What follows belongs to an exercise in optimizing a design on an open flow for small area; a production flow would make more cautious choices.
At most, simulation tests tie the RTL to the original design; equivalence was not proved.
For run 1, only the layout was checked, not whether the RTL still works.
Power figures rest on the tool's default switching activity, not on a simulated workload.

===== flow/run.sh =====
#!/bin/bash
# synth_recipe.tcl (not shown) runs the flow's synth.tcl, then flattens the netlist and writes it again
# the make line also repeats each setting of config.mk as NAME=value (left out here)
make -C /OpenROAD-flow-scripts/flow DESIGN_CONFIG=/design/flow/config.mk WORK_HOME=/design/flow/orfs CLKGATE_MAP_FILE= SYNTH_SCRIPT=/design/flow/synth_recipe.tcl finish

===== flow/config.mk =====
export PLATFORM = sky130hd
export DESIGN_NAME = seg_led_top
export DESIGN_NICKNAME = seg_led_top
export VERILOG_FILES = /design/flow/design.v
export SDC_FILE = /design/flow/constraint.sdc
export NUM_CORES = 4
export LEC_CHECK = 0
export CAP_MARGIN = 20
export CORE_MARGIN = 2
export CORE_UTILIZATION = 40
export CTS_BUF_LIST = sky130_fd_sc_hd__clkbuf_16
export CTS_CLUSTER_DIAMETER = 100
export CTS_CLUSTER_SIZE = 24
export SLEW_MARGIN = 20

===== flow/constraint.sdc =====
create_clock -name core_clock -period 20.0 [get_ports {sys_clk}]
set_input_delay 4.0000 -clock core_clock [delete_from_list [all_inputs] [get_ports {sys_clk}]]
set_output_delay 4.0000 -clock core_clock [all_outputs]
set_load 0.01 [all_outputs]

===== flow/design.v =====
module key_debounce(
    input clk,
    input rst_n,
    input key,
    output reg ev
);
    localparam [5:0] S40 = 6'b101000;
    localparam [5:0] S1  = 6'b100000;
    reg key_d0;
    reg key_d1;
    reg key_filtered;
    reg [5:0] lfsr;
    wire hit = (lfsr == S1);
    always @(posedge clk)
        lfsr <= (key_d1 != key_d0) ? S40 : {lfsr[4:0], lfsr[5] ^ lfsr[4]};
    always @(posedge clk or negedge rst_n) begin
        if (!rst_n) begin
            key_d0 <= 1'b1;
            key_d1 <= 1'b1;
            key_filtered <= 1'b1;
            ev <= 1'b0;
        end
        else begin
            key_d0 <= key;
            key_d1 <= key_d0;
            if (hit)
                key_filtered <= key_d1;
            ev <= hit & key_filtered & ~key_d1;
        end
    end
endmodule
module cnt2time(
    input clk,
    input rst_n,
    input in_tuning,
    input in_atuning,
    input [8:0] eh,
    input [5:0] em,
    input [5:0] es,
    output reg [17:0] abs_c,
    output reg [17:0] abs_a
);
    wire hi = ~eh[8] & (|eh[7:5]);
    wire lo = eh[8] & ~(&eh[7:5]);
    wire [5:0] hc = hi ? 6'd31 : lo ? 6'd32 : eh[5:0];
    wire [17:0] ec = {hc, em, es};
    always @(posedge clk or negedge rst_n) begin
        if (!rst_n) begin
            abs_c <= 18'd0;
            abs_a <= 18'd0;
        end
        else begin
            if (in_tuning) abs_c <= ec;
            if (in_atuning) abs_a <= ec;
        end
    end
endmodule
module alarm(
    input [16:0] x,
    input [17:0] a,
    input sub,
    output [16:0] r,
    output bad
);
    wire [6:0] ts = {1'b0, x[5:0]} + {1'b0, a[5:0] ^ {6{sub}}} + {6'd0, sub};
    wire add_ovf_s = ts[6] | (&ts[5:2]);
    wire fix_s = sub ? ~ts[6] : add_ovf_s;
    wire cin_m = sub ? ts[6] : add_ovf_s;
    wire [3:0] us = ts[5:2] + (fix_s ? {sub, sub, sub, 1'b1} : 4'd0);
    wire [6:0] tm = {1'b0, x[11:6]} + {1'b0, a[11:6] ^ {6{sub}}} + {6'd0, cin_m};
    wire add_ovf_m = tm[6] | (&tm[5:2]);
    wire fix_m = sub ? ~tm[6] : add_ovf_m;
    wire cin_h = sub ? tm[6] : add_ovf_m;
    wire [3:0] um = tm[5:2] + (fix_m ? {sub, sub, sub, 1'b1} : 4'd0);
    wire [7:0] rh = {3'd0, x[16:12]} + ({{2{a[17]}}, a[17:12]} ^ {8{sub}}) + {7'd0, cin_h};
    assign r = {rh[4:0], um, tm[1:0], us, ts[1:0]};
    assign bad = rh[7] | (rh[6:0] > 7'd24) | ((rh[6:0] == 7'd24) & (|{um, tm[1:0], us, ts[1:0]}));
endmodule
module count(
    input clk,
    input rst_n,
    input tick,              
    input run,
    input in_tuning,
    input in_atuning,
    input k_confirm,
    input e_neg,             
    input [17:0] abs_c,      
    input [17:0] abs_a,      
    output reg [16:0] cnt_j,
    output reg [16:0] cnt_alm,
    output reg reach
);
    localparam [16:0] MIDNIGHT = {5'd24, 6'd0, 6'd0};
    reg [16:0] cnt_i;
    reg [16:0] cnt_tmp;
    wire [16:0] x = ({17{in_tuning}} & cnt_i) | ({17{in_atuning}} & cnt_tmp);
    wire [17:0] a = ({18{in_tuning}} & abs_c) | ({18{in_atuning}} & abs_a);
    wire [16:0] r;
    wire bad;
    alarm u_add (.x(x), .a(a), .sub(e_neg ^ a[17]), .r(r), .bad(bad));
    wire cs = (cnt_i[5:0] == 6'd59);
    wire cm = cs & (cnt_i[11:6] == 6'd59);
    wire [16:0] cnt_inc = {cm ? cnt_i[16:12] + 5'd1 : cnt_i[16:12],
                           cs ? (cm ? 6'd0 : cnt_i[11:6] + 6'd1) : cnt_i[11:6],
                           cs ? 6'd0 : cnt_i[5:0] + 6'd1};
    wire at_mid = (cnt_i[16:12] == 5'd24);
    always @(posedge clk or negedge rst_n) begin
        if (!rst_n) begin
            cnt_i <= 17'd0;
            cnt_j <= 17'd0;
            cnt_tmp <= MIDNIGHT;
            cnt_alm <= MIDNIGHT;
        end
        else begin
            if (in_tuning && k_confirm)
                cnt_i <= cnt_j;
            else if (tick) begin
                if (at_mid)
                    cnt_i <= 17'd0;
                else if (run)
                    cnt_i <= cnt_inc;
            end
            if (!in_tuning)
                cnt_j <= cnt_i;
            else if (!bad)
                cnt_j <= r;
            if (!in_atuning)
                cnt_alm <= cnt_tmp;
            else
                cnt_alm <= bad ? MIDNIGHT : r;
            if (in_atuning && k_confirm)
                cnt_tmp <= cnt_alm;
        end
    end
    always @(posedge clk)
        reach <= (cnt_j == cnt_alm);
endmodule
module tune_offset(
    input clk,
    input rst_n,
    input active,            
    input [1:0] tune,        
    input k_left,
    input k_right,
    output reg [8:0] eh,
    output reg [5:0] em,
    output reg [5:0] es
);
    wire [11:0] ms = {em, es};
    wire h_neg_end = eh[8] & ~eh[7] & ~eh[4];    
    wire h_pos_end = ~eh[8] & eh[7] & eh[4];     
    wire h_m146 = h_neg_end & ~eh[0];
    wire h_m145 = h_neg_end & eh[0];
    wire h_144  = h_pos_end & ~eh[0];
    wire h_145  = h_pos_end & eh[0];
    reg hold_l;
    reg hold_r;
    always @(*) begin
        case (tune)
            2'd3: begin
                hold_l = h_m146 | (h_m145 & (ms <= {6'd21, 6'd52}));    
                hold_r = h_145 | (h_144 & (ms >= {6'd38, 6'd9}));       
            end
            2'd2: begin
                hold_l = h_m146 & (ms <= {6'd22, 6'd52});               
                hold_r = h_145 & (ms >= {6'd37, 6'd9});                 
            end
            default: begin
                hold_l = h_m146 & (ms <= {6'd21, 6'd53});               
                hold_r = h_145 & (ms >= {6'd38, 6'd8});                 
            end
        endcase
    end
    wire up = k_right;
    wire go = (k_left & ~hold_l) | (k_right & ~hold_r);
    wire clr = ~active | (tune == 2'd0);
    wire [5:0] ts = es ^ {6{~up}};
    wire [5:0] tm = em ^ {6{~up}};
    wire [8:0] th = eh ^ {9{~up}};
    wire [5:0] fs = {&ts[4:0], &ts[3:0], &ts[2:0], &ts[1:0], ts[0], 1'b1};
    wire [5:0] fm = {&tm[4:0], &tm[3:0], &tm[2:0], &tm[1:0], tm[0], 1'b1};
    wire [8:0] fh = {&th[7:0], &th[6:0], &th[5:0], &th[4:0], &th[3:0], &th[2:0], &th[1:0], th[0], 1'b1};
    wire s_wrap = up ? (es == 6'd59) : (es == 6'd0);
    wire m_wrap = up ? (em == 6'd59) : (em == 6'd0);
    wire [5:0] wrap_val = {~up, ~up, ~up, 1'b0, ~up, ~up};
    wire s_step = (tune == 2'd1);
    wire m_step = (tune == 2'd2) | (s_step & s_wrap);
    wire h_step = (tune == 2'd3) | (m_step & m_wrap);
    always @(posedge clk) begin
        if (clr) es <= 6'd0;
        else if (go & s_step) es <= s_wrap ? wrap_val : es ^ fs;
        if (clr) em <= 6'd0;
        else if (go & m_step) em <= m_wrap ? wrap_val : em ^ fm;
        if (clr) eh <= 9'd0;
        else if (go & h_step) eh <= eh ^ fh;
    end
endmodule
module sys_status_mgr(
    input clk,
    input rst_n,
    input [3:0] ev,
    input reach,
    output reg [2:0] st,
    output reg [2:0] st_nx,
    output reg [1:0] tune,
    output reg run
);
    localparam [2:0] S_INIT        = 3'b000;
    localparam [2:0] S_NORM        = 3'b011;
    localparam [2:0] S_TUNESEL     = 3'b010;
    localparam [2:0] S_TUNING      = 3'b001;
    localparam [2:0] S_TUNEALARM   = 3'b110;
    localparam [2:0] S_ALARMTUNING = 3'b101;
    localparam [2:0] S_ALARMING    = 3'b111;
    wire k_cancel  = (ev == 4'b0001);
    wire k_left    = (ev == 4'b0010);
    wire k_right   = (ev == 4'b0100);
    wire k_confirm = (ev == 4'b1000);
    wire k_any     = |ev;
    always @(*) begin
        st_nx = st;
        case (st)
            S_INIT:        if (!k_any) st_nx = S_NORM;
            S_NORM:        if (k_confirm) st_nx = S_TUNESEL;
                           else if (k_cancel) st_nx = S_TUNEALARM;
                           else if (reach) st_nx = S_ALARMING;
            S_TUNESEL:     if (k_cancel) st_nx = S_NORM;
                           else if (k_confirm) st_nx = S_TUNING;
            S_TUNING:      if (k_cancel | k_confirm) st_nx = S_TUNESEL;
            S_TUNEALARM:   if (k_confirm) st_nx = S_ALARMTUNING;
                           else if (k_cancel) st_nx = S_NORM;
            S_ALARMTUNING: if (k_cancel | k_confirm) st_nx = S_TUNEALARM;
            S_ALARMING:    if (k_any) st_nx = S_NORM;
            default:       st_nx = S_NORM;    
        endcase
    end
    always @(posedge clk or negedge rst_n) begin
        if (!rst_n) begin
            st <= S_INIT;
            run <= 1'b0;
        end
        else begin
            st <= st_nx;
            run <= st[2] | (st[1] & st[0]);
        end
    end
    always @(posedge clk) begin
            if (st[1] & ~st[0]) begin
                case (tune)
                    2'd0: tune <= 2'd1;
                    2'd1: if (k_left) tune <= 2'd2; else if (k_right) tune <= 2'd3;
                    2'd2: if (k_left) tune <= 2'd3; else if (k_right) tune <= 2'd1;
                    default: if (k_left) tune <= 2'd1; else if (k_right) tune <= 2'd2;
                endcase
            end
            else if (!(~st[1] & st[0]))
                tune <= 2'd0;
    end
endmodule
module binary2bcd(
    input clk,
    input rst_n,
    output tick,             
    output p43,              
    output p0,               
    output rot,              
    output reg blink         
);
    localparam [3:0] C11_LAST  = 4'b0111;       
    localparam [6:0] C125_LAST = 7'b1110000;    
    localparam [4:0] L30       = 5'b10000;      
    reg [1:0] c4;
    reg [3:0] c11;
    reg [6:0] c125;
    reg [4:0] l31;
    wire c11_last = (c11 == C11_LAST);
    wire c125_last = (c125 == C125_LAST);
    assign tick = (c4 == 2'd0) && (c125 == 7'd1);
    assign p43  = (c4 == 2'd3) && c11_last;
    assign p0   = (c4 == 2'd0) && (c11 == 4'd1);
    assign rot  = (c4 == 2'd1);
    always @(posedge clk or negedge rst_n) begin
        if (!rst_n) begin
            c4 <= 2'd0;
            c11 <= 4'd1;
            c125 <= 7'd1;
            l31 <= 5'b00001;
            blink <= 1'b0;
        end
        else begin
            c4 <= c4 + 2'd1;
            c11 <= c11_last ? 4'd1 : {c11[2:0], c11[3] ^ c11[2]};
            c125 <= c125_last ? 7'd1 : {c125[5:0], c125[6] ^ c125[5]};
            l31 <= {l31[3:0], l31[4] ^ l31[2]};
            if (c4[0] && l31 == L30)
                blink <= ~blink;
        end
    end
endmodule
module seg_led(
    input clk,
    input rst_n,
    input p43,
    input p0,
    input rot,
    input alarm_next,
    input [16:0] cnt_j,
    input [16:0] cnt_alm,
    output [5:0] seg_sel,
    output [7:0] seg_led
);
    reg [2:0] cs;
    assign seg_sel = {cs != 3'd5, cs != 3'd4, cs != 3'd3, cs != 3'd2, cs != 3'd1, cs != 3'd0};
    reg [16:0] samp;
    reg [16:0] disp;
    reg [3:0] dig;
    reg dot;
    wire [4:0] jh = (cnt_j[16:12] == 5'd24) ? 5'd0 : cnt_j[16:12];
    wire [16:0] v = alarm_next ? cnt_alm : {jh, cnt_j[11:0]};
    wire sel_s = ~cs[2] & ~cs[1];
    wire sel_m = ~cs[2] & cs[1];
    wire sel_h = cs[2] & ~cs[1];
    wire sel_tens = cs[0];
    wire [5:0] fld = ({6{sel_s}} & disp[5:0]) | ({6{sel_m}} & disp[11:6]) | ({6{sel_h}} & {1'b0, disp[16:12]});
    wire [3:0] digit = sel_tens ? fld / 6'd10 : fld % 6'd10;
    wire started = ~(&cs);           
    reg [6:0] pat;
    always @(*) begin
        case (dig)
            4'd0: pat = 7'b1000000;
            4'd1: pat = 7'b1111001;
            4'd2: pat = 7'b0100100;
            4'd3: pat = 7'b0110000;
            4'd4: pat = 7'b0011001;
            4'd5: pat = 7'b0010010;
            4'd6: pat = 7'b0000010;
            4'd7: pat = 7'b1111000;
            4'd8: pat = 7'b0000000;
            4'd9: pat = 7'b0010000;
            default: pat = 7'b1111111;
        endcase
    end
    assign seg_led = {dot, pat};
    always @(posedge clk or negedge rst_n) begin
        if (!rst_n) begin
            samp <= 17'd0;
            disp <= 17'd0;
            cs <= 3'd7;
            dig <= 4'hf;
            dot <= 1'b1;
        end
        else begin
            if (p43) begin
                samp <= v;
                disp <= samp;
            end
            if (rot)
                cs <= (cs[2] & cs[0]) ? 3'd0 : cs + 3'd1;
            if (!(p0 && started)) begin
                dig <= digit;
                dot <= ~(cs == 3'd2 || cs == 3'd4);
            end
        end
    end
endmodule
module led_ctrl(
    input clk,
    input rst_n,
    input [2:0] st,
    input [1:0] tune,
    input blink,
    output reg [3:0] leds
);
    always @(posedge clk or negedge rst_n) begin
        if (!rst_n) begin
            leds <= 4'b0001;
        end
        else begin
            case (st)
                3'b000: leds <= 4'b0001;
                3'b011: leds <= 4'b0010;
                3'b010, 3'b110: begin
                    case (tune)
                        2'd1: leds <= 4'b1100;
                        2'd2: leds <= 4'b1010;
                        2'd3: leds <= 4'b1001;
                        default: leds <= 4'b1000;
                    endcase
                end
                3'b001, 3'b101: leds <= 4'b1111;
                3'b111: leds <= blink ? 4'b1100 : 4'b0011;
                default: leds <= 4'b0010;    
            endcase
        end
    end
endmodule
module seg_led_top(
    input sys_clk,
    input sys_rst_n,
    input [3:0] keys,
    output [3:0] leds,
    output [5:0] seg_sel,
    output [7:0] seg_led
);
    wire clk = sys_clk;
    wire rst_n = sys_rst_n;
    wire [3:0] ev;
    key_debounce u_key0 (.clk(clk), .rst_n(rst_n), .key(keys[0]), .ev(ev[0]));
    key_debounce u_key1 (.clk(clk), .rst_n(rst_n), .key(keys[1]), .ev(ev[1]));
    key_debounce u_key2 (.clk(clk), .rst_n(rst_n), .key(keys[2]), .ev(ev[2]));
    key_debounce u_key3 (.clk(clk), .rst_n(rst_n), .key(keys[3]), .ev(ev[3]));
    wire k_left    = (ev == 4'b0010);
    wire k_right   = (ev == 4'b0100);
    wire k_confirm = (ev == 4'b1000);
    wire [2:0] st;
    wire [2:0] st_nx;
    wire [1:0] tune;
    wire run;
    wire reach;
    sys_status_mgr u_status (
        .clk(clk), .rst_n(rst_n), .ev(ev), .reach(reach),
        .st(st), .st_nx(st_nx), .tune(tune), .run(run)
    );
    wire in_tuning  = ~st[2] & ~st[1] & st[0];
    wire in_atuning = st[2] & ~st[1] & st[0];
    wire tick, p43, p0, rot, blink;
    binary2bcd u_time_base (
        .clk(clk), .rst_n(rst_n),
        .tick(tick), .p43(p43), .p0(p0), .rot(rot), .blink(blink)
    );
    wire [8:0] eh;
    wire [5:0] em;
    wire [5:0] es;
    tune_offset u_offset (
        .clk(clk), .rst_n(rst_n), .active(~st[1] & st[0]), .tune(tune),
        .k_left(k_left), .k_right(k_right),
        .eh(eh), .em(em), .es(es)
    );
    wire [17:0] abs_c;
    wire [17:0] abs_a;
    cnt2time u_offsets (
        .clk(clk), .rst_n(rst_n), .in_tuning(in_tuning), .in_atuning(in_atuning),
        .eh(eh), .em(em), .es(es),
        .abs_c(abs_c), .abs_a(abs_a)
    );
    wire [16:0] cnt_j;
    wire [16:0] cnt_alm;
    count u_count (
        .clk(clk), .rst_n(rst_n), .tick(tick), .run(run),
        .in_tuning(in_tuning), .in_atuning(in_atuning), .k_confirm(k_confirm),
        .e_neg(eh[8]), .abs_c(abs_c), .abs_a(abs_a),
        .cnt_j(cnt_j), .cnt_alm(cnt_alm), .reach(reach)
    );
    seg_led u_display (
        .clk(clk), .rst_n(rst_n), .p43(p43), .p0(p0), .rot(rot),
        .alarm_next(st_nx[2] & (st_nx[1] ^ st_nx[0])),
        .cnt_j(cnt_j), .cnt_alm(cnt_alm),
        .seg_sel(seg_sel), .seg_led(seg_led)
    );
    led_ctrl u_leds (
        .clk(clk), .rst_n(rst_n), .st(st), .tune(tune), .blink(blink),
        .leds(leds)
    );
endmodule

==> results of run 1 <==
-- cell type report --
cell class              count  area share
inverters                  43      0.0117
clock buffers              13      0.0237
multi-input cells        1019       0.481
flip-flops and latches    237       0.418
well taps                 402      0.0366
repair buffers             37      0.0261
clock inverters             9     0.00291
-- per-stage QoR --
stage / instance area [µm²] / hold slack, ns
after global routing: 13700 / 0.383
final: 13700 / 0.370
after CTS: 13700 / 0.374
after detailed placement: 13400 / 0.358
after global placement: 13400 / 0.357
after floorplan: 12800 / 0.347
-- placed cells by master, fill, tap and decap left out, drive strengths merged, types with 5 or more instances in the layout --
cell type / instances
a21o: 8
a21oi: 73
a31oi: 8
and2: 16
and3: 9
buf: 14
clkbuf: 14
clkdlybuf4s50: 22
dfrtp: 161
dfstp: 28
dfxtp: 46
fa: 7
ha: 47
inv: 51
mux2: 44
mux2i: 70
nand2: 219
nand2b: 17
nand3: 28
nand4: 5
nor2: 102
nor2b: 27
nor3: 25
nor3b: 7
nor4: 18
nor4b: 7
o21ai: 112
o311ai: 5
o31ai: 8
or3: 11
xnor2: 42
xor2: 33
-- path summary, 6_finish.rpt --
kind | startpoint | endpoint | slack, ns | depth (start not counted)
min reg2reg | u_time_base.c125[1] | u_time_base.c125[2] | 0.37 | 0
max in group asynchronous | sys_rst_n | u_offsets.abs_c[12] | 14.88 | 2
min | u_time_base.c125[1] | u_time_base.c125[2] | 0.37 | 0
max reg2reg | u_status.st[2] | u_count.cnt_j[1] | 11.78 | 34
min in group asynchronous | sys_rst_n | u_display.disp[5] | 3.64 | 1
max | u_status.st[2] | u_count.cnt_j[1] | 11.78 | 34
-- where the power goes --
part / internal, W / switching [W]
clock network: 0.000121 / 0.000157
logic: 0.0000527 / 0.0000811
registers: 0.000503 / 0.0000152
total: 0.000677 / 0.000254
-- logic make-up after synthesis --
family / count (synthesis)
buf+inv: 116
flops: 237
mux: 114
compound gates: 265
fa+ha+maj: 54
xor+xnor: 76
simple gates: 510
-- layer usage --
| layer | track usage | share of wire | vias up |
|---|---|---|---|
| li1 | - | - | 4692 |
| met1 | 0.238 | 0.48 | 4509 |
| met2 | 0.290 | 0.47 | 143 |
| met3 | 0.0183 | 0.032 | 32 |
| met4 | 0.0362 | 0.017 | 0 |
| met5 | 0 | 0 | - |
-- critical path: cells and delay by family, from the launching register on --
kind | cells | cell delay [ns]
muxes | 2 | 0.65
AOI/OAI and AO/OA | 6 | 0.95
and+or+nand+nor | 13 | 2.21
adders and majority gates | 5 | 2.08
DFF | 1 | 0.35
buffers and inverters | 5 | 1.33
xor gates and xnor gates | 3 | 0.54
-- sequential cells by signal (all words and copies together) (netlist names), 5 cells and up --
register          cells
u_key3.lfsr           6
u_key0.lfsr           6
u_display.disp       17
u_count.cnt_j        17
u_offset.em           6
u_count.cnt_tmp      17
u_count.cnt_alm      17
u_offset.eh           9
u_key1.lfsr           6
u_offset.es           6
u_time_base.c125      7
u_count.cnt_i        17
u_time_base.l31       5
u_key2.lfsr           6
u_offsets.abs_a      18
u_display.samp       17
u_offsets.abs_c      18
==> flow_metrics.env, run 1 <==
export IMPL_outcome="finished clean"
export IMPL_synthDominantAreaCellType="sky130_fd_sc_hd__dfrtp_1"
export IMPL_final_period_minus_worst_setup_slack_ns=8.22
export IMPL_die_height_um=183
export IMPL_combinational_family_with_the_most_area_after_synthesis="simple AND/OR/NAND/NOR gates"
export IMPL_post_cts_setup_buffer_count=0
export IMPL_core_region_um2=31600
export IMPL_maxCapViolations=0
export IMPL_detailedRoute_firstIterationViolations=703
export IMPL_synth_seq_cells=237
export IMPL_synth_top_flop_cell="sky130_fd_sc_hd__dfrtp_1"
export IMPL_yosysMostFrequentCell="sky130_fd_sc_hd__nand2_1"
export IMPL_worstPathMaxFanout=47
export IMPL_slew_viol_final=0
export IMPL_setup_repair_after_global_routing_missed_its_margin="false"
export IMPL_worst_setup_hold_path_clk_slew_ns=0.10
export IMPL_required_ns=20.43
export IMPL_worstSkewPairLatency_ns=0.50
export IMPL_firstDrtPassIters=5
export IMPL_cts_num_sinks=237
export IMPL_vias=9376
export IMPL_timing_critical_path_mode_cell="sky130_fd_sc_hd__fa_1"
export IMPL_static_leakage_power_nw=6.11
export IMPL_place_gp_congestion=0.825
export IMPL_layout_drive_gt1_share=0.0854
export IMPL_min_path_type="reg -> reg"
export IMPL_synth_seq_area_share=0.449
export IMPL_cts_tree="done"
export IMPL_arrival_ns=8.65
export IMPL_wire_length_of_the_first_global_routing_pass_um=47100
export IMPL_ctsHoldBuffers=0
export IMPL_worst_pin_slew_ns=0.919
export IMPL_async_flop_share=0.797
export IMPL_max_clock_path_buffers=3
export IMPL_global_route_usage_total=0.171
export IMPL_die_width_um=183
export IMPL_synth_cells_most_frequent="sky130_fd_sc_hd__nand2_1, sky130_fd_sc_hd__dfrtp_1, sky130_fd_sc_hd__nor2_1"
export IMPL_power_density_nw_per_um2=67.7
export IMPL_floorplan_rows=65
export IMPL_synthMuxAreaShare=0.0935
export IMPL_tns_setup_ns=0
export IMPL_grt_antenna_before_repair=0
export IMPL_synth_adder_area_share=0.0569
export IMPL_finalCoreUtilization=0.436
export IMPL_final_nets=1411
export IMPL_dpl_cell_count=1737
export IMPL_global_route_overflow_total=0
export IMPL_setup_violations_final=0
export IMPL_netlist_cell_type_count=73
export IMPL_synthesis_nets=1432
export IMPL_finalWorstSetupSlack_ns=11.78
export IMPL_pre_cts_slack_ns=11.71
export IMPL_die_area_um2=33400
export IMPL_yosys_area_top_type_share=0.315
export IMPL_ioPinCount=24
export IMPL_grt_pass1_vias=9061
export IMPL_drt_wl_total_um=28100
export IMPL_cpPeakStageDelay_ns=0.57
export IMPL_maxClockFrequency_mhz=122
export IMPL_synth_warning_count=8
export IMPL_layout_cells_non_filler=1760
export IMPL_cts_repair_resized=0
export IMPL_synthXorXnorAreaFrac=0.0532
export IMPL_postSynthAreaPerCell_um2=9.32
export IMPL_crit_slowest_cell="sky130_fd_sc_hd__buf_4"
export IMPL_synth_edff_count=2
export IMPL_timing_final_hold_violations=0
export IMPL_fin_worst_skew_ns=0.0151
export IMPL_crit_path_end_kind="flip-flop"
export IMPL_detailedPlacementHpwl_um=19800
export IMPL_post_route_period_util=0.411
export IMPL_power_ir_vdd_worst_uv=58.2
export IMPL_viasPerCell=5.33
export IMPL_cts_made_buffers=13
export IMPL_synth_simple_gate_area_frac=0.186
export IMPL_syn_to_final_growth_pct=7.47
export IMPL_clock_root_buffer="sky130_fd_sc_hd__clkbuf_16"
export IMPL_htreeDepth=1
export IMPL_final_fill_count=3138
export IMPL_multi_input_comb_area_um2=6610
export IMPL_synth_compound_gate_area_share=0.125
export IMPL_ys_top_cells_by_area="sky130_fd_sc_hd__dfrtp_1, sky130_fd_sc_hd__dfxtp_1, sky130_fd_sc_hd__nand2_1"
export IMPL_place_port_buffers=23
export IMPL_route_detailed_wl_per_inst_um=16.0
export IMPL_start_util=0.405
export IMPL_maximum_number_of_pins_on_one_net_before_global_route_repair=119
export IMPL_diodes=0
export IMPL_type_of_the_worst_setup_path="reg -> reg"
export IMPL_drc_errors=0
export IMPL_crit_path_start_kind="flip-flop"
export IMPL_fin_total_pwr_w=0.000930
export IMPL_layout_area_seq_um2=5750
export IMPL_route_antenna_remaining_nets=0
export IMPL_slew_headroom=0.378
export IMPL_synthesis_instances=1372
export IMPL_synth_cell_area_um2=12800
==> run 2: changes to the inputs <==
--- a/flow/design.v
+++ b/flow/design.v
@@ -36,2 +36,3 @@
     input in_atuning,
+    input started,
     input [8:0] eh,
@@ -46,11 +47,5 @@
     wire [17:0] ec = {hc, em, es};
-    always @(posedge clk or negedge rst_n) begin
-        if (!rst_n) begin
-            abs_c <= 18'd0;
-            abs_a <= 18'd0;
-        end
-        else begin
-            if (in_tuning) abs_c <= ec;
-            if (in_atuning) abs_a <= ec;
-        end
+    always @(posedge clk) begin
+        if (in_tuning | ~started) abs_c <= ec;
+        if (in_atuning | ~started) abs_a <= ec;
     end
@@ -89,2 +84,3 @@
     input [17:0] abs_a,      
+    input started,           
     output reg [16:0] cnt_j,
@@ -112,3 +108,2 @@
             cnt_tmp <= MIDNIGHT;
-            cnt_alm <= MIDNIGHT;
         end
@@ -127,6 +122,2 @@
                 cnt_j <= r;
-            if (!in_atuning)
-                cnt_alm <= cnt_tmp;
-            else
-                cnt_alm <= bad ? MIDNIGHT : r;
             if (in_atuning && k_confirm)
@@ -135,4 +126,9 @@
     end
-    always @(posedge clk)
-        reach <= (cnt_j == cnt_alm);
+    always @(posedge clk) begin
+        if (!in_atuning)
+            cnt_alm <= cnt_tmp;
+        else
+            cnt_alm <= bad ? MIDNIGHT : r;
+        reach <= started & (cnt_j == cnt_alm);
+    end
 endmodule
@@ -310,3 +306,4 @@
     output [5:0] seg_sel,
-    output [7:0] seg_led
+    output [7:0] seg_led,
+    output started           
 );
@@ -326,3 +323,3 @@
     wire [3:0] digit = sel_tens ? fld / 6'd10 : fld % 6'd10;
-    wire started = ~(&cs);           
+    assign started = ~(&cs);         
     reg [6:0] pat;
@@ -344,6 +341,10 @@
     assign seg_led = {dot, pat};
+    always @(posedge clk) begin
+        if (p43 | ~started) begin
+            samp <= v;
+            disp <= samp;
+        end
+    end
     always @(posedge clk or negedge rst_n) begin
         if (!rst_n) begin
-            samp <= 17'd0;
-            disp <= 17'd0;
             cs <= 3'd7;
@@ -353,6 +354,2 @@
         else begin
-            if (p43) begin
-                samp <= v;
-                disp <= samp;
-            end
             if (rot)
@@ -439,2 +436,3 @@
     );
+    wire started;
     wire [17:0] abs_c;
@@ -443,3 +441,3 @@
         .clk(clk), .rst_n(rst_n), .in_tuning(in_tuning), .in_atuning(in_atuning),
-        .eh(eh), .em(em), .es(es),
+        .started(started), .eh(eh), .em(em), .es(es),
         .abs_c(abs_c), .abs_a(abs_a)
@@ -451,3 +449,3 @@
         .in_tuning(in_tuning), .in_atuning(in_atuning), .k_confirm(k_confirm),
-        .e_neg(eh[8]), .abs_c(abs_c), .abs_a(abs_a),
+        .e_neg(eh[8]), .abs_c(abs_c), .abs_a(abs_a), .started(started),
         .cnt_j(cnt_j), .cnt_alm(cnt_alm), .reach(reach)
@@ -458,3 +456,3 @@
         .cnt_j(cnt_j), .cnt_alm(cnt_alm),
-        .seg_sel(seg_sel), .seg_led(seg_led)
+        .seg_sel(seg_sel), .seg_led(seg_led), .started(started)
     );
--- a/flow/config.mk
+++ b/flow/config.mk
@@ -13,2 +13,4 @@
 export CTS_CLUSTER_SIZE = 24
+export GPL_ROUTABILITY_DRIVEN = 0
+export GPL_TIMING_DRIVEN = 0
 export SLEW_MARGIN = 20
==> run 2 against run 1 <==
- still clean on timing, DRC and antenna
- clock skew increased by 0.00090 ns
- count of clock-buffer cells in the layout did not move
- sequential cell count is the same
- largest cell class unchanged
- largest power group unchanged
==> flow_metrics.env, run 2 <==
export IMPL_arrival_ns=8.93
export IMPL_grt_antenna_before_repair=0
export IMPL_drc_errors=0
export IMPL_slew_viol_final=0
export IMPL_timing_final_hold_violations=0
export IMPL_worstSkewPairLatency_ns=0.49
export IMPL_share_seq_of_total_power=0.567
export IMPL_crit_path_start_kind="flip-flop"
export IMPL_final_nets=1318
export IMPL_post_route_period_util=0.427
export IMPL_outcome="finished clean"
export IMPL_maxClockFrequency_mhz=117
export IMPL_die_width_um=180
export IMPL_clock_root_buffer="sky130_fd_sc_hd__clkbuf_16"
export IMPL_floorplan_rows=64
export IMPL_synth_edff_count=72
export IMPL_finalWorstSetupSlack_ns=11.45
export IMPL_vias=9177
export IMPL_ioPinCount=24
export IMPL_syn_to_final_growth_pct=9.05
export IMPL_synth_top_flop_cell="sky130_fd_sc_hd__dfrtp_1"
export IMPL_firstDrtPassIters=5
export IMPL_route_antenna_remaining_nets=0
export IMPL_layout_cells_most_common="sky130_fd_sc_hd__nand2_1"
export IMPL_dpl_cell_count=1639
export IMPL_fin_worst_skew_ns=0.0160
export IMPL_crit_slowest_cell="sky130_fd_sc_hd__clkbuf_1"
export IMPL_slew_headroom=0.342
export IMPL_final_period_minus_worst_setup_slack_ns=8.55
export IMPL_grt_pass1_vias=9030
export IMPL_start_util=0.407
export IMPL_synth_cell_area_um2=12400
export IMPL_layout_cells_non_filler=1661
export IMPL_static_leakage_power_nw=5.45
export IMPL_core_region_um2=30600
export IMPL_post_cts_setup_buffer_count=0
export IMPL_synth_warning_count=8
export IMPL_synthDominantAreaCellType="sky130_fd_sc_hd__edfxtp_1"
export IMPL_async_flop_share=0.430
export IMPL_ys_top_cells_by_area="sky130_fd_sc_hd__edfxtp_1, sky130_fd_sc_hd__dfrtp_1, sky130_fd_sc_hd__dfxtp_1"
export IMPL_layout_common_cells="sky130_fd_sc_hd__nand2_1, sky130_fd_sc_hd__o21ai_0, sky130_fd_sc_hd__nor2_1"
export IMPL_ctsHoldBuffers=0
export IMPL_setup_repair_after_global_routing_missed_its_margin="false"
export IMPL_global_route_overflow_total=0
export IMPL_power_ir_vdd_worst_uv=60.9
export IMPL_fin_total_pwr_w=0.000942
export IMPL_route_detailed_wl_per_inst_um=17.9
export IMPL_cts_num_sinks=237
export IMPL_worstPathMaxFanout=10
export IMPL_internal_power_w=0.000697
export IMPL_crit_path_end_kind="flip-flop"
export IMPL_power_frac_comb=0.138
export IMPL_cpPeakStageDelay_ns=0.59
export IMPL_layout_top_registers="u_offsets.abs_a (18), u_offsets.abs_c (18)"
export IMPL_diodes=0
export IMPL_cts_made_buffers=13
export IMPL_postSynthAreaPerCell_um2=10.2
export IMPL_min_path_type="reg -> reg"
export IMPL_pre_cts_slack_ns=11.47
export IMPL_setup_violations_final=0
export IMPL_viasPerCell=5.52
export IMPL_yosysMostFrequentCell="sky130_fd_sc_hd__nand2_1"
export IMPL_drt_wl_total_um=29700
export IMPL_synth_seq_cells=237
export IMPL_layout_drive_gt1_share=0.0980
export IMPL_max_clock_path_buffers=3
export IMPL_final_fill_count=2929
export IMPL_type_of_the_worst_setup_path="reg -> reg"
export IMPL_synthesis_instances=1219
export IMPL_switching_share=0.260
export IMPL_die_height_um=180
export IMPL_cts_tree="done"
export IMPL_place_port_buffers=23
export IMPL_wire_length_of_the_first_global_routing_pass_um=48100
export IMPL_detailedPlacementHpwl_um=21800
export IMPL_worst_pin_slew_ns=0.973
export IMPL_detailedRoute_firstIterationViolations=614
export IMPL_tns_setup_ns=0
export IMPL_clock_power_share=0.295
export IMPL_maxCapViolations=0
export IMPL_maximum_number_of_pins_on_one_net_before_global_route_repair=70
export IMPL_yosys_area_top_type_share=0.174
export IMPL_htreeDepth=1
export IMPL_p_switching_w=0.000245
export IMPL_synth_seq_area_share=0.483
export IMPL_worst_setup_hold_path_clk_slew_ns=0.10
export IMPL_global_route_usage_total=0.182
export IMPL_timing_critical_path_mode_cell="sky130_fd_sc_hd__fa_1"
export IMPL_power_density_nw_per_um2=69.4
export IMPL_die_area_um2=32500
export IMPL_synth_cells_most_frequent="sky130_fd_sc_hd__nand2_1, sky130_fd_sc_hd__o21ai_0, sky130_fd_sc_hd__nor2_1"
export IMPL_required_ns=20.38
export IMPL_cts_repair_resized=0
export IMPL_synthesis_nets=1279
export IMPL_netlist_cell_type_count=86
-- run 2: cell count changes after synthesis, moves of 8 or more --
| cell | delta |
|---|---|
| sky130_fd_sc_hd__a21oi_1 | -11 |
| sky130_fd_sc_hd__a22o_1 | +19 |
| sky130_fd_sc_hd__a22oi_1 | +21 |
| sky130_fd_sc_hd__clkbuf_1 | -10 |
| sky130_fd_sc_hd__dfrtp_1 | -85 |
| sky130_fd_sc_hd__dfxtp_1 | +17 |
| sky130_fd_sc_hd__edfxtp_1 | +70 |
| sky130_fd_sc_hd__mux2i_1 | -60 |
| sky130_fd_sc_hd__nand2_1 | -117 |
| sky130_fd_sc_hd__nor2_1 | -24 |
| sky130_fd_sc_hd__o211a_1 | +8 |
| sky130_fd_sc_hd__o21ai_1 | -12 |
| sky130_fd_sc_hd__o22ai_1 | +9 |
| sky130_fd_sc_hd__xor2_1 | +8 |
-- run 2: path summary, 6_finish.rpt --
path                       slack, ns  cells past startpoint                  end      startpoint
max                            11.45                     32     u_count.cnt_j[8]  u_status.st[2]
min reg2reg                     0.37                      0        u_key3.key_d1   u_key3.key_d0
min                             0.37                      0        u_key3.key_d1   u_key3.key_d0
max reg2reg                    11.45                     32     u_count.cnt_j[8]  u_status.st[2]
min in group asynchronous       3.39                      1  u_count.cnt_tmp[12]       sys_rst_n
max in group asynchronous      15.87                      2        u_key1.key_d0       sys_rst_n
-- run 2: layout make-up --
| cell class | count | area [µm²] | share of cell area |
|---|---|---|---|
| inverters | 39 | 146 | 0.0108 |
| repair buffers | 24 | 259 | 0.0191 |
| flip-flops and latches | 237 | 6010 | 0.443 |
| clock buffers | 13 | 325 | 0.0240 |
| clock inverters | 9 | 40.0 | 0.00295 |
| multi-input cells | 880 | 6040 | 0.445 |
| plain buffers | 63 | 256 | 0.0189 |
| well taps | 396 | 495 | 0.0365 |
-- run 2: per-layer routing --
| metal | vias to the layer above | share of wire | GRT usage |
|---|---|---|---|
| li1 | 4472 | - | - |
| met4 | 0 | 0.028 | 0.0565 |
| met1 | 4447 | 0.46 | 0.247 |
| met5 | - | 0 | 0 |
| met2 | 209 | 0.47 | 0.304 |
| met3 | 49 | 0.046 | 0.0220 |
-- run 2: worst max-delay path: cells and delay by family, from the launching register on --
family                   cells  cell delay, ns
multiplexers                 1            0.28
XOR/XNOR                     4            1.13
AO/OA/AOI/OAI                7            1.52
AND/OR/NAND/NOR             12            1.77
buffers and inverters        3            1.31
flip-flops                   1            0.43
adder cells (fa/ha/maj)      5            1.98
-- run 2: cell families after synthesis --
family | after synthesis | synth area share
buffers and inverters | 102 | 0.0324
flip-flops | 237 | 0.483
adder cells (fa/ha/maj) | 54 | 0.0585
multiplexers | 51 | 0.0452
AO/OA/AOI/OAI | 302 | 0.158
XOR/XNOR | 79 | 0.0579
AND/OR/NAND/NOR | 394 | 0.165
-- run 2: stage by stage --
stage	cell area (µm²)	utilization	hold slack [ns]
after CTS	13600	0.444	0.378
after floorplan	12400	-	0.347
after global routing	13600	0.444	0.382
after global placement	13200	0.430	0.355
final	13600	0.444	0.373
after detailed placement	13200	0.432	0.365
-- run 2: power by group through the flow --
stage | registers (W) | logic (W) | clock network, W
2_1_floorplan | 0.000542 | 0.0000896 | 0
3_3_place_gp | 0.000543 | 0.000130 | 0
3_5_place_dp | 0.000544 | 0.000130 | 0
4_1_cts | 0.000534 | 0.000131 | 0.000288
5_1_grt | 0.000537 | 0.000144 | 0.000304
6_report | 0.000534 | 0.000130 | 0.000278
==> run 3: changes to the inputs <==
--- a/flow/config.mk
+++ b/flow/config.mk
@@ -13,4 +13,2 @@
 export CTS_CLUSTER_SIZE = 24
-export GPL_ROUTABILITY_DRIVEN = 0
-export GPL_TIMING_DRIVEN = 0
 export SLEW_MARGIN = 20
==> run 3 against run 2 <==
- combinational power fell by about 10%
- via count fell by 2.6%
- worst hold slack improved by 0.0025 ns
- synthesized cell count did not move
- worst setup slack improved by 0.77 ns
- power fell by 1.1%
- sequential cell count did not move
- die area did not move
- core utilization fell by 0.66 points
- clock skew rose by 0.00077 ns
- clock power fell by 2%
- largest cell class unchanged
==> flow_metrics.env, run 3 <==
export IMPL_cts_num_sinks=237
export IMPL_synthesis_instances=1219
export IMPL_grt_antenna_before_repair=0
export IMPL_post_route_cell_area_um2=13400
export IMPL_yosysMostFrequentCell="sky130_fd_sc_hd__nand2_1"
export IMPL_global_route_overflow_total=0
export IMPL_firstDrtPassIters=5
export IMPL_postSynthAreaPerCell_um2=10.2
export IMPL_detailedRoute_firstIterationViolations=587
export IMPL_cts_made_buffers=13
export IMPL_grt_pass1_vias=8581
export IMPL_setup_violations_final=0
export IMPL_cts_tree="done"
export IMPL_die_width_um=180
export IMPL_start_util=0.407
export IMPL_fin_worst_skew_ns=0.0168
export IMPL_dpl_cell_count=1586
export IMPL_static_leakage_power_nw=5.39
export IMPL_maximum_number_of_pins_on_one_net_before_global_route_repair=62
export IMPL_syn_to_final_growth_pct=7.43
export IMPL_place_gp_congestion=0.841
export IMPL_ctsHoldBuffers=0
export IMPL_yosys_area_top_type_share=0.174
export IMPL_synth_edff_count=72
export IMPL_clock_root_buffer="sky130_fd_sc_hd__clkbuf_16"
export IMPL_maxClockFrequency_mhz=129
export IMPL_power_density_nw_per_um2=69.7
export IMPL_detailedPlacementHpwl_um=19900
export IMPL_crit_path_end_kind="flip-flop"
export IMPL_worstPathMaxFanout=38
export IMPL_finalCoreUtilization=0.437
export IMPL_maxCapViolations=0
export IMPL_worst_setup_hold_path_clk_slew_ns=0.09
export IMPL_hold_critical_path_depth=0
export IMPL_layout_cells_most_common="sky130_fd_sc_hd__nand2_1"
export IMPL_timing_critical_path_mode_cell="sky130_fd_sc_hd__fa_1"
export IMPL_netlist_cell_type_count=86
export IMPL_final_period_minus_worst_setup_slack_ns=7.78
export IMPL_crit_slowest_cell="sky130_fd_sc_hd__a211o_1"
export IMPL_placedInstanceArea_um2=13000
export IMPL_ys_top_cells_by_area="sky130_fd_sc_hd__edfxtp_1, sky130_fd_sc_hd__dfrtp_1, sky130_fd_sc_hd__dfxtp_1"
export IMPL_end_point_of_the_worst_hold_path="u_key2.key_d1"
export IMPL_die_height_um=180
export IMPL_synthDominantAreaCellType="sky130_fd_sc_hd__edfxtp_1"
export IMPL_start_point_of_the_worst_hold_path="u_key2.key_d0"
export IMPL_drt_wl_total_um=27600
export IMPL_synth_seq_cells=237
export IMPL_type_of_the_worst_setup_path="reg -> reg"
export IMPL_post_route_period_util=0.389
export IMPL_global_route_usage_total=0.170
export IMPL_synth_warning_count=8
export IMPL_viasPerCell=5.56
export IMPL_worstSkewPairLatency_ns=0.48
export IMPL_layout_drive_gt1_share=0.102
export IMPL_synth_cell_area_um2=12400
export IMPL_setup_repair_after_global_routing_missed_its_margin="false"
export IMPL_cts_repair_resized=0
export IMPL_final_nets=1265
export IMPL_final_fill_count=2925
export IMPL_place_port_buffers=23
export IMPL_arrival_ns=8.14
export IMPL_reg2reg_from="u_status.st[2]"
export IMPL_reg2reg_depth=29
export IMPL_synthesis_nets=1279
export IMPL_ff2ff_setup_slack_ns=12.22
export IMPL_layout_top_registers="u_offsets.abs_a (18), u_offsets.abs_c (18)"
export IMPL_cpPeakStageDelay_ns=0.57
export IMPL_min_path_type="reg -> reg"
export IMPL_layout_common_cells="sky130_fd_sc_hd__nand2_1, sky130_fd_sc_hd__o21ai_0, sky130_fd_sc_hd__nor2_1"
export IMPL_timing_final_hold_violations=0
export IMPL_synth_top_flop_cell="sky130_fd_sc_hd__dfrtp_1"
export IMPL_vias=8940
export IMPL_post_cts_setup_buffer_count=0
export IMPL_core_region_um2=30600
export IMPL_power_ir_vdd_worst_uv=60.3
export IMPL_floorplan_rows=64
export IMPL_slew_viol_final=0
export IMPL_route_detailed_wl_per_inst_um=17.1
export IMPL_layout_area_seq_um2=6010
export IMPL_diodes=0
export IMPL_max_clock_path_buffers=3
export IMPL_multi_input_comb_area_um2=6050
export IMPL_htreeDepth=1
export IMPL_required_ns=20.36
export IMPL_ioPinCount=24
export IMPL_critical_register_to_register_path_endpoint="u_count.cnt_j[6]"
export IMPL_worst_pin_slew_ns=0.913
export IMPL_crit_path_start_kind="flip-flop"
export IMPL_outcome="finished clean"
export IMPL_synth_seq_area_share=0.483
export IMPL_drc_errors=0
export IMPL_wire_length_of_the_first_global_routing_pass_um=46200
export IMPL_synth_cells_most_frequent="sky130_fd_sc_hd__nand2_1, sky130_fd_sc_hd__o21ai_0, sky130_fd_sc_hd__nor2_1"
export IMPL_route_antenna_remaining_nets=0
export IMPL_slew_headroom=0.392
export IMPL_die_area_um2=32500
export IMPL_layout_cells_non_filler=1607
export IMPL_tns_setup_ns=0
export IMPL_async_flop_share=0.430
run 3: changes by cell type in the layout (fill, tap and decap cells not counted), moves of 2 or more:
cell                       change
sky130_fd_sc_hd__buf_4        +11
sky130_fd_sc_hd__buf_6         -2
sky130_fd_sc_hd__buf_2         -7
sky130_fd_sc_hd__o21ai_0       -2
sky130_fd_sc_hd__clkbuf_1     -53
sky130_fd_sc_hd__o21ai_1       +2
run 3: report_power, final:
group / total [W] / switching (W) / internal, W / leakage (nW)
combinational: 0.000117 / 0.0000669 / 0.0000501 / 2.71
clock: 0.000272 / 0.000153 / 0.000120 / 0.201
sequential: 0.000542 / 0.0000203 / 0.000522 / 2.48
run 3: through the flow:
step,hold WS [ns],total power (W),worst slack (ns)
after detailed placement,0.364,0.000668,12.38
after global routing,0.381,0.000973,11.65
after global placement,0.357,0.000668,12.58
after CTS,0.378,0.000941,12.34
final,0.376,0.000932,12.22
after floorplan,0.347,0.000632,12.64
run 3: layout make-up:
type                       instances  share of cell area
clock buffer                      13              0.0243
clock inverter                     8             0.00234
inverter                          39              0.0110
multi-input combinational        880               0.453
sequential                       237               0.450
tap                              396              0.0371
timing repair buffer              34              0.0232
run 3: routing by layer:
metal	vias up	routed length (µm)	global-route usage
met4	0	663	0.0410
met5	-	0	0
li1	4360	-	-
met3	42	1080	0.0168
met1	4343	12900	0.242
met2	195	12900	0.280
run 3: worst max path at each step:
stage	end	depth (start not counted)	slack, ns	startpoint
finish	u_count.cnt_j[6]	29	12.22	u_status.st[2]
global route	u_count.cnt_j[6]	29	11.65	u_status.st[1]
CTS	u_count.cnt_j[6]	29	12.34	u_status.st[2]
detailed placement	u_count.cnt_j[8]	29	12.38	u_status.st[2]
global placement	u_count.cnt_j[0]	29	12.58	u_status.st[2]
floorplan	u_count.cnt_j[9]	31	12.64	u_status.st[2]
run 3: kinds of logic (layout without fill, tap and decap cells):
| family | after synthesis | count (layout) | share of synthesized area |
|---|---|---|---|
| compound gates | 302 | 302 | 0.158 |
| xor+xnor | 79 | 79 | 0.0579 |
| fa+ha+maj | 54 | 54 | 0.0585 |
| buf+inv | 102 | 94 | 0.0324 |
| flops | 237 | 237 | 0.483 |
| mux | 51 | 51 | 0.0452 |
| simple gates | 394 | 394 | 0.165 |
run 3: worst max-delay path, delay by kind of cell (launching register included):
kind / cells / cell delay, ns
AND/OR/NAND/NOR: 12 / 2.84
adder cells (fa/ha/maj): 5 / 1.61
XOR/XNOR: 2 / 0.32
flip-flops: 1 / 0.54
AO/OA/AOI/OAI: 9 / 1.96
buffers and inverters: 1 / 0.38
==> run 4: changes to the inputs <==
--- a/flow/config.mk
+++ b/flow/config.mk
@@ -11,4 +11,4 @@
 export CTS_BUF_LIST = sky130_fd_sc_hd__clkbuf_16
-export CTS_CLUSTER_DIAMETER = 100
-export CTS_CLUSTER_SIZE = 24
+export CTS_CLUSTER_DIAMETER = 110
+export CTS_CLUSTER_SIZE = 30
 export SLEW_MARGIN = 20
==> run 4 against run 3 <==
- still clean on timing, DRC and antenna
- combinational power about the same
- sequential power is essentially flat
- die area unchanged
- maximum frequency up 0.52%
- first-iteration DRC count grew 8.9%
- sequential share of layout area rose by 0.19 points
- clock power decreased by 8.8%
- synthesized cell count did not move
- worst hold slack gained 0.0015 ns
- power decreased by 2.8%
==> flow_metrics.env, run 4 <==
export IMPL_htreeDepth=1
export IMPL_timing_final_hold_violations=0
export IMPL_ioPinCount=24
export IMPL_worstPathMaxFanout=38
export IMPL_tns_setup_ns=0
export IMPL_layout_drive_gt1_share=0.101
export IMPL_yosys_area_top_type_share=0.174
export IMPL_postSynthAreaPerCell_um2=10.2
export IMPL_static_leakage_power_nw=5.36
export IMPL_netlist_cell_type_count=86
export IMPL_synth_warning_count=8
export IMPL_maxCapViolations=0
export IMPL_internal_power_w=0.000674
export IMPL_syn_to_final_growth_pct=6.97
export IMPL_worst_pin_slew_ns=0.912
export IMPL_p_switching_w=0.000232
export IMPL_cts_num_sinks=237
export IMPL_synth_edff_count=72
export IMPL_cpPeakStageDelay_ns=0.56
export IMPL_synthesis_nets=1279
export IMPL_crit_slowest_cell="sky130_fd_sc_hd__a211o_1"
export IMPL_place_port_buffers=23
export IMPL_hold_critical_path_depth=0
export IMPL_setup_repair_after_global_routing_missed_its_margin="false"
export IMPL_async_flop_share=0.430
export IMPL_slew_headroom=0.392
export IMPL_vias=8907
export IMPL_setup_violations_final=0
export IMPL_share_seq_of_total_power=0.598
export IMPL_type_of_the_worst_setup_path="reg -> reg"
export IMPL_crit_path_end_kind="flip-flop"
export IMPL_clock_root_buffer="sky130_fd_sc_hd__clkbuf_16"
export IMPL_cts_tree="done"
export IMPL_max_clock_path_buffers=3
export IMPL_firstDrtPassIters=5
export IMPL_layout_common_cells="sky130_fd_sc_hd__nand2_1, sky130_fd_sc_hd__o21ai_0, sky130_fd_sc_hd__nor2_1"
export IMPL_route_antenna_remaining_nets=0
export IMPL_die_area_um2=32500
export IMPL_final_period_minus_worst_setup_slack_ns=7.74
export IMPL_cts_repair_resized=0
export IMPL_viasPerCell=5.56
export IMPL_diodes=0
export IMPL_start_util=0.407
export IMPL_die_width_um=180
export IMPL_worstSkewPairLatency_ns=0.48
export IMPL_fin_worst_skew_ns=0.0197
export IMPL_post_cts_setup_buffer_count=0
export IMPL_synth_seq_cells=237
export IMPL_cts_made_buffers=11
export IMPL_drt_wl_total_um=27400
export IMPL_power_ir_vdd_worst_uv=53.1
export IMPL_path_delay_family="simple AND/OR/NAND/NOR gates"
export IMPL_detailedPlacementHpwl_um=19900
export IMPL_maximum_number_of_pins_on_one_net_before_global_route_repair=62
export IMPL_layout_top_registers="u_offsets.abs_a (18), u_offsets.abs_c (18)"
export IMPL_wire_length_of_the_first_global_routing_pass_um=45800
export IMPL_cp_num_cells=29
export IMPL_synth_top_flop_cell="sky130_fd_sc_hd__dfrtp_1"
export IMPL_outcome="finished clean"
export IMPL_synth_cells_most_frequent="sky130_fd_sc_hd__nand2_1, sky130_fd_sc_hd__o21ai_0, sky130_fd_sc_hd__nor2_1"
export IMPL_reg2reg_from="u_status.st[2]"
export IMPL_end_point_of_the_worst_hold_path="u_time_base.l31[2]"
export IMPL_power_frac_comb=0.129
export IMPL_detailedRoute_firstIterationViolations=639
export IMPL_synth_cell_area_um2=12400
export IMPL_synthesis_instances=1219
export IMPL_power_density_nw_per_um2=68.1
export IMPL_worst_path_buf_inv=1
export IMPL_clock_power_share=0.273
export IMPL_switching_share=0.256
export IMPL_yosysMostFrequentCell="sky130_fd_sc_hd__nand2_1"
export IMPL_layout_cells_most_common="sky130_fd_sc_hd__nand2_1"
export IMPL_crit_path_start_kind="flip-flop"
export IMPL_slew_viol_final=0
export IMPL_grt_antenna_before_repair=0
export IMPL_core_region_um2=30600
export IMPL_worst_setup_hold_path_clk_slew_ns=0.12
export IMPL_arrival_ns=8.12
export IMPL_die_height_um=180
export IMPL_synthDominantAreaCellType="sky130_fd_sc_hd__edfxtp_1"
export IMPL_maxClockFrequency_mhz=129
export IMPL_ys_top_cells_by_area="sky130_fd_sc_hd__edfxtp_1, sky130_fd_sc_hd__dfrtp_1, sky130_fd_sc_hd__dfxtp_1"
export IMPL_ff2ff_setup_slack_ns=12.26
export IMPL_post_route_period_util=0.387
export IMPL_global_route_overflow_total=0
export IMPL_grt_pass1_vias=8564
export IMPL_start_point_of_the_worst_hold_path="u_time_base.l31[1]"
export IMPL_place_gp_congestion=0.841
export IMPL_min_path_type="reg -> reg"
export IMPL_ctsHoldBuffers=0
export IMPL_critical_register_to_register_path_endpoint="u_count.cnt_j[6]"
export IMPL_reg2reg_depth=29
export IMPL_dpl_cell_count=1586
export IMPL_floorplan_rows=64
export IMPL_required_ns=20.38
export IMPL_global_route_usage_total=0.169
export IMPL_drc_errors=0
export IMPL_timing_critical_path_mode_cell="sky130_fd_sc_hd__fa_1"
export IMPL_synth_seq_area_share=0.483
export IMPL_route_detailed_wl_per_inst_um=17.1
export IMPL_layout_cells_non_filler=1603
export IMPL_final_nets=1263
[run 4: through the flow]
stage,hold WS (ns),total power [W],setup WS (ns),area [µm²],util
final,0.377,0.000906,12.26,13300,0.435
after global routing,0.391,0.000949,11.68,13300,0.435
after detailed placement,0.364,0.000668,12.38,13000,0.425
after global placement,0.357,0.000668,12.58,13000,0.425
after floorplan,0.347,0.000632,12.64,12400,-
after CTS,0.380,0.000918,12.36,13300,0.435
[run 4: kinds of logic (layout without fill, tap and decap cells)]
kind of cell | count (synthesis) | count (layout) | share of synthesized area
AOI/OAI and AO/OA | 302 | 302 | 0.158
xor gates and xnor gates | 79 | 79 | 0.0579
adders and majority gates | 54 | 54 | 0.0585
buffers and inverters | 102 | 90 | 0.0324
DFF | 237 | 237 | 0.483
muxes | 51 | 51 | 0.0452
and+or+nand+nor | 394 | 394 | 0.165
[run 4: worst reg2reg max path: cells and delay by family, from the launching register on]
kind / cells / cell delay [ns]
AOI/OAI and AO/OA: 9 / 1.97
xor gates and xnor gates: 2 / 0.32
adders and majority gates: 5 / 1.61
buffers and inverters: 1 / 0.37
DFF: 1 / 0.54
and+or+nand+nor: 12 / 2.85
[run 4: final cells by class]
type	count	area, µm²
Fill cell	2918	17300
Multi-Input combinational cell	880	6050
Sequential cell	237	6010
Tap cell	396	495
Timing Repair Buffer	34	310
Clock buffer	11	275
Inverter	39	146
Clock inverter	6	23.8
[run 4: worst max-delay path by stage]
stage              startpoint                to  slack [ns]
6_report       u_status.st[2]  u_count.cnt_j[6]       12.26
5_1_grt        u_status.st[1]  u_count.cnt_j[8]       11.68
4_1_cts        u_status.st[2]  u_count.cnt_j[8]       12.36
2_1_floorplan  u_status.st[2]  u_count.cnt_j[9]       12.64
3_5_place_dp   u_status.st[2]  u_count.cnt_j[8]       12.38
3_3_place_gp   u_status.st[2]  u_count.cnt_j[0]       12.58
[run 4: power groups by stage]
stage	registers, W	clock network (W)	logic (W)
finish	0.000542	0.000248	0.000116
global route	0.000546	0.000273	0.000129
CTS	0.000542	0.000258	0.000117
detailed placement	0.000552	0	0.000117
global placement	0.000551	0	0.000116
floorplan	0.000542	0	0.0000896
[run 4: layer usage]
metal / global-route usage / wire [µm] / vias to the layer above / part of all wire
met1: 0.237 / 12900 / 4297 / 0.47
met3: 0.0200 / 1060 / 52 / 0.039
li1: - / - / 4357 / -
met5: 0 / 0 / - / 0
met2: 0.275 / 12600 / 201 / 0.46
met4: 0.0510 / 886 / 0 / 0.032
==> run 5: changes to the inputs <==
--- a/flow/config.mk
+++ b/flow/config.mk
@@ -10,5 +10,5 @@
 export CORE_UTILIZATION = 40
-export CTS_BUF_LIST = sky130_fd_sc_hd__clkbuf_16
-export CTS_CLUSTER_DIAMETER = 110
-export CTS_CLUSTER_SIZE = 30
+export CTS_BUF_LIST = sky130_fd_sc_hd__clkbuf_8 sky130_fd_sc_hd__clkbuf_16
+export CTS_CLUSTER_DIAMETER = 100
+export CTS_CLUSTER_SIZE = 28
 export SLEW_MARGIN = 20
==> run 5 against run 4 <==
- still clean
- synthesized cell count unchanged
- final area rose by 0.65%
- core utilization up 0.28 points
- cell count increased by 0.19%
==> flow_metrics.env, run 5 <==
export IMPL_outcome="finished clean"
export IMPL_synth_top_flop_cell="sky130_fd_sc_hd__dfrtp_1"
export IMPL_final_nets=1264
export IMPL_vias=8962
export IMPL_global_route_usage_total=0.170
export IMPL_core_region_um2=30600
export IMPL_diodes=0
export IMPL_synth_warning_count=8
export IMPL_layout_top_registers="u_offsets.abs_a (18), u_offsets.abs_c (18)"
export IMPL_htreeDepth=1
export IMPL_postSynthAreaPerCell_um2=10.2
export IMPL_final_period_minus_worst_setup_slack_ns=7.77
export IMPL_yosysMostFrequentCell="sky130_fd_sc_hd__nand2_1"
export IMPL_worst_pin_slew_ns=0.915
export IMPL_synth_compound_gate_area_share=0.158
export IMPL_power_density_nw_per_um2=70.2
export IMPL_async_flop_share=0.430
export IMPL_drt_wl_total_um=27500
export IMPL_slew_viol_final=0
export IMPL_critical_register_to_register_path_endpoint="u_count.cnt_j[6]"
export IMPL_grt_antenna_before_repair=0
export IMPL_end_point_of_the_worst_hold_path="u_key2.key_d1"
export IMPL_synth_seq_area_share=0.483
export IMPL_place_gp_congestion=0.841
export IMPL_crit_path_start_kind="flip-flop"
export IMPL_synthMuxAreaShare=0.0452
export IMPL_synth_cells_most_frequent="sky130_fd_sc_hd__nand2_1, sky130_fd_sc_hd__o21ai_0, sky130_fd_sc_hd__nor2_1"
export IMPL_route_antenna_remaining_nets=0
export IMPL_setup_violations_final=0
export IMPL_global_route_overflow_total=0
export IMPL_ff2ff_setup_slack_ns=12.23
export IMPL_tns_setup_ns=0
export IMPL_fin_total_pwr_w=0.000941
export IMPL_slew_headroom=0.390
export IMPL_static_leakage_power_nw=5.40
export IMPL_type_of_the_worst_setup_path="reg -> reg"
export IMPL_crit_path_end_kind="flip-flop"
export IMPL_global_route_usage_met3=0.0190
export IMPL_die_area_um2=32500
export IMPL_reg2reg_from="u_status.st[2]"
export IMPL_firstDrtPassIters=5
export IMPL_layout_cells_most_common="sky130_fd_sc_hd__nand2_1"
export IMPL_cts_num_sinks=237
export IMPL_netlist_cell_type_count=86
export IMPL_power_ir_vdd_worst_uv=75.1
export IMPL_cts_repair_resized=0
export IMPL_wire_length_of_the_first_global_routing_pass_um=45900
export IMPL_worstSkewPairLatency_ns=0.48
export IMPL_min_path_type="reg -> reg"
export IMPL_post_route_period_util=0.388
export IMPL_detailedPlacementHpwl_um=19900
export IMPL_start_point_of_the_worst_hold_path="u_key2.key_d0"
export IMPL_yosys_area_top_type_share=0.174
export IMPL_required_ns=20.37
export IMPL_synth_seq_cells=237
export IMPL_ioPinCount=24
export IMPL_maxClockFrequency_mhz=129
export IMPL_synthesis_instances=1219
export IMPL_global_route_usage_met2=0.277
export IMPL_maximum_number_of_pins_on_one_net_before_global_route_repair=62
export IMPL_cts_made_buffers=12
export IMPL_synthesis_nets=1279
export IMPL_fin_worst_skew_ns=0.0175
export IMPL_timing_critical_path_mode_cell="sky130_fd_sc_hd__fa_1"
export IMPL_syn_to_final_growth_pct=7.66
export IMPL_synth_edff_count=72
export IMPL_max_clock_path_buffers=3
export IMPL_post_cts_setup_buffer_count=0
export IMPL_synth_cell_area_um2=12400
export IMPL_drc_errors=0
export IMPL_hold_critical_path_depth=0
export IMPL_synthDominantAreaCellType="sky130_fd_sc_hd__edfxtp_1"
export IMPL_layout_common_cells="sky130_fd_sc_hd__nand2_1, sky130_fd_sc_hd__o21ai_0, sky130_fd_sc_hd__nor2_1"
export IMPL_grt_pass1_vias=8563
export IMPL_route_detailed_wl_per_inst_um=17.1
export IMPL_place_port_buffers=23
export IMPL_floorplan_rows=64
export IMPL_die_height_um=180
export IMPL_worst_setup_hold_path_clk_slew_ns=0.11
export IMPL_synth_simple_gate_area_frac=0.165
export IMPL_die_width_um=180
export IMPL_layout_drive_gt1_share=0.103
export IMPL_worstPathMaxFanout=38
export IMPL_setup_repair_after_global_routing_missed_its_margin="false"
export IMPL_cpPeakStageDelay_ns=0.56
export IMPL_synthXorXnorAreaFrac=0.0579
export IMPL_arrival_ns=8.14
export IMPL_combinational_family_with_the_most_area_after_synthesis="simple AND/OR/NAND/NOR gates"
export IMPL_maxCapViolations=0
export IMPL_global_route_peak_usage_layer="met2"
export IMPL_start_util=0.407
export IMPL_ctsHoldBuffers=0
export IMPL_clock_root_buffer="sky130_fd_sc_hd__clkbuf_16"
export IMPL_reg2reg_depth=29
export IMPL_groute_layer_met1_usage=0.239
export IMPL_ys_top_cells_by_area="sky130_fd_sc_hd__edfxtp_1, sky130_fd_sc_hd__dfrtp_1, sky130_fd_sc_hd__dfxtp_1"
export IMPL_crit_slowest_cell="sky130_fd_sc_hd__a211o_1"
export IMPL_synth_adder_area_share=0.0585
export IMPL_detailedRoute_firstIterationViolations=608
export IMPL_timing_final_hold_violations=0
export IMPL_viasPerCell=5.58
export IMPL_cts_tree="done"
## run 5: logic make-up after synthesis
| family | after synthesis |
|---|---|
| buffers and inverters | 102 |
| AND/OR/NAND/NOR | 394 |
| flip-flops | 237 |
| adder cells (fa/ha/maj) | 54 |
| XOR/XNOR | 79 |
| AO/OA/AOI/OAI | 302 |
| multiplexers | 51 |
## run 5: report_power, final
group	leakage [nW]	switching (W)	internal (W)	total (W)
Clock	0.206	0.000153	0.000128	0.000282
Combinational	2.71	0.0000667	0.0000501	0.000117
Sequential	2.48	0.0000201	0.000522	0.000542
## run 5: layout make-up
| cell class | count | area (µm²) |
|---|---|---|
| Clock buffer | 14 | 350 |
| Clock inverter | 6 | 35.0 |
| Fill cell | 2921 | 17200 |
| Inverter | 39 | 146 |
| Tap cell | 396 | 495 |
| Sequential cell | 237 | 6010 |
| Timing Repair Buffer | 34 | 310 |
| Multi-Input combinational cell | 880 | 6050 |
## run 5: per-layer routing
| layer | wire (µm) | vias up |
|---|---|---|
| met2 | 12800 | 193 |
| li1 | - | 4360 |
| met5 | 0 | - |
| met4 | 799 | 0 |
| met1 | 12900 | 4361 |
| met3 | 1020 | 48 |
## run 5: worst max path at each step
stage                   startpoint          endpoint  slack (ns)  depth (start not counted)
detailed placement  u_status.st[2]  u_count.cnt_j[8]       12.38                         29
floorplan           u_status.st[2]  u_count.cnt_j[9]       12.64                         31
CTS                 u_status.st[2]  u_count.cnt_j[6]       12.35                         29
finish              u_status.st[2]  u_count.cnt_j[6]       12.23                         29
global route        u_status.st[1]  u_count.cnt_j[8]       11.67                         29
global placement    u_status.st[2]  u_count.cnt_j[0]       12.58                         29
## run 5: critical path, delay by kind of cell, from the launching register on
family,cells,cell delay [ns]
AND/OR/NAND/NOR,12,2.83
AO/OA/AOI/OAI,9,1.95
adder cells (fa/ha/maj),5,1.61
flip-flops,1,0.54
buffers and inverters,1,0.38
XOR/XNOR,2,0.32
## run 5: stage by stage
step	utilization	hold slack [ns]	instances	cell area [µm²]	worst slack [ns]
after floorplan	-	0.347	1219	12400	12.64
after global placement	0.425	0.357	1586	13000	12.58
after detailed placement	0.425	0.364	1586	13000	12.38
after CTS	0.438	0.379	1606	13400	12.35
after global routing	0.438	0.390	1606	13400	11.67
final	0.438	0.376	1606	13400	12.23

## re-timing with driven ports
In the flow no input, the clock included, has a driving cell. The finished layouts below were timed again as built, in two steps.
Step 1 (the two cells are an assumption about what drives the block):
set clk [get_ports {sys_clk}]
set_driving_cell -lib_cell sky130_fd_sc_hd__clkbuf_16 $clk
set_driving_cell -lib_cell sky130_fd_sc_hd__buf_2 [delete_from_list [all_inputs] $clk]
Step 2 moves the port delays by t, midway between the first and last clock arrival at a register: inputs arrive t later, outputs are due t later. That takes back most of the time a late clock gives input paths.
Slacks: ideal ports / drivers / drivers and shift; pairs: ideal ports / drivers.
| run | shift t [ns] | setup slack, ns | worst hold slack (ns) | worst setup path after step 2 | slew at the worst register clock pin (ns) |
|---|---|---|---|---|---|
| run 1 | 0.538 | 11.777 / 11.777 / 11.777 | 0.370 / 0.370 / 0.370 | register to register | 0.10 / 0.10 |
| run 2 | 0.532 | 11.453 / 11.453 / 11.453 | 0.373 / 0.373 / 0.373 | register to register | 0.11 / 0.11 |
| run 3 | 0.513 | 12.220 / 12.220 / 12.220 | 0.376 / 0.376 / 0.376 | register to register | 0.11 / 0.11 |
| run 4 | 0.514 | 12.261 / 12.261 / 12.261 | 0.377 / 0.377 / 0.377 | register to register | 0.12 / 0.12 |
| run 5 | 0.515 | 12.234 / 12.234 / 12.234 | 0.376 / 0.376 / 0.376 | register to register | 0.11 / 0.11 |
After both steps every run listed still meets setup and hold.
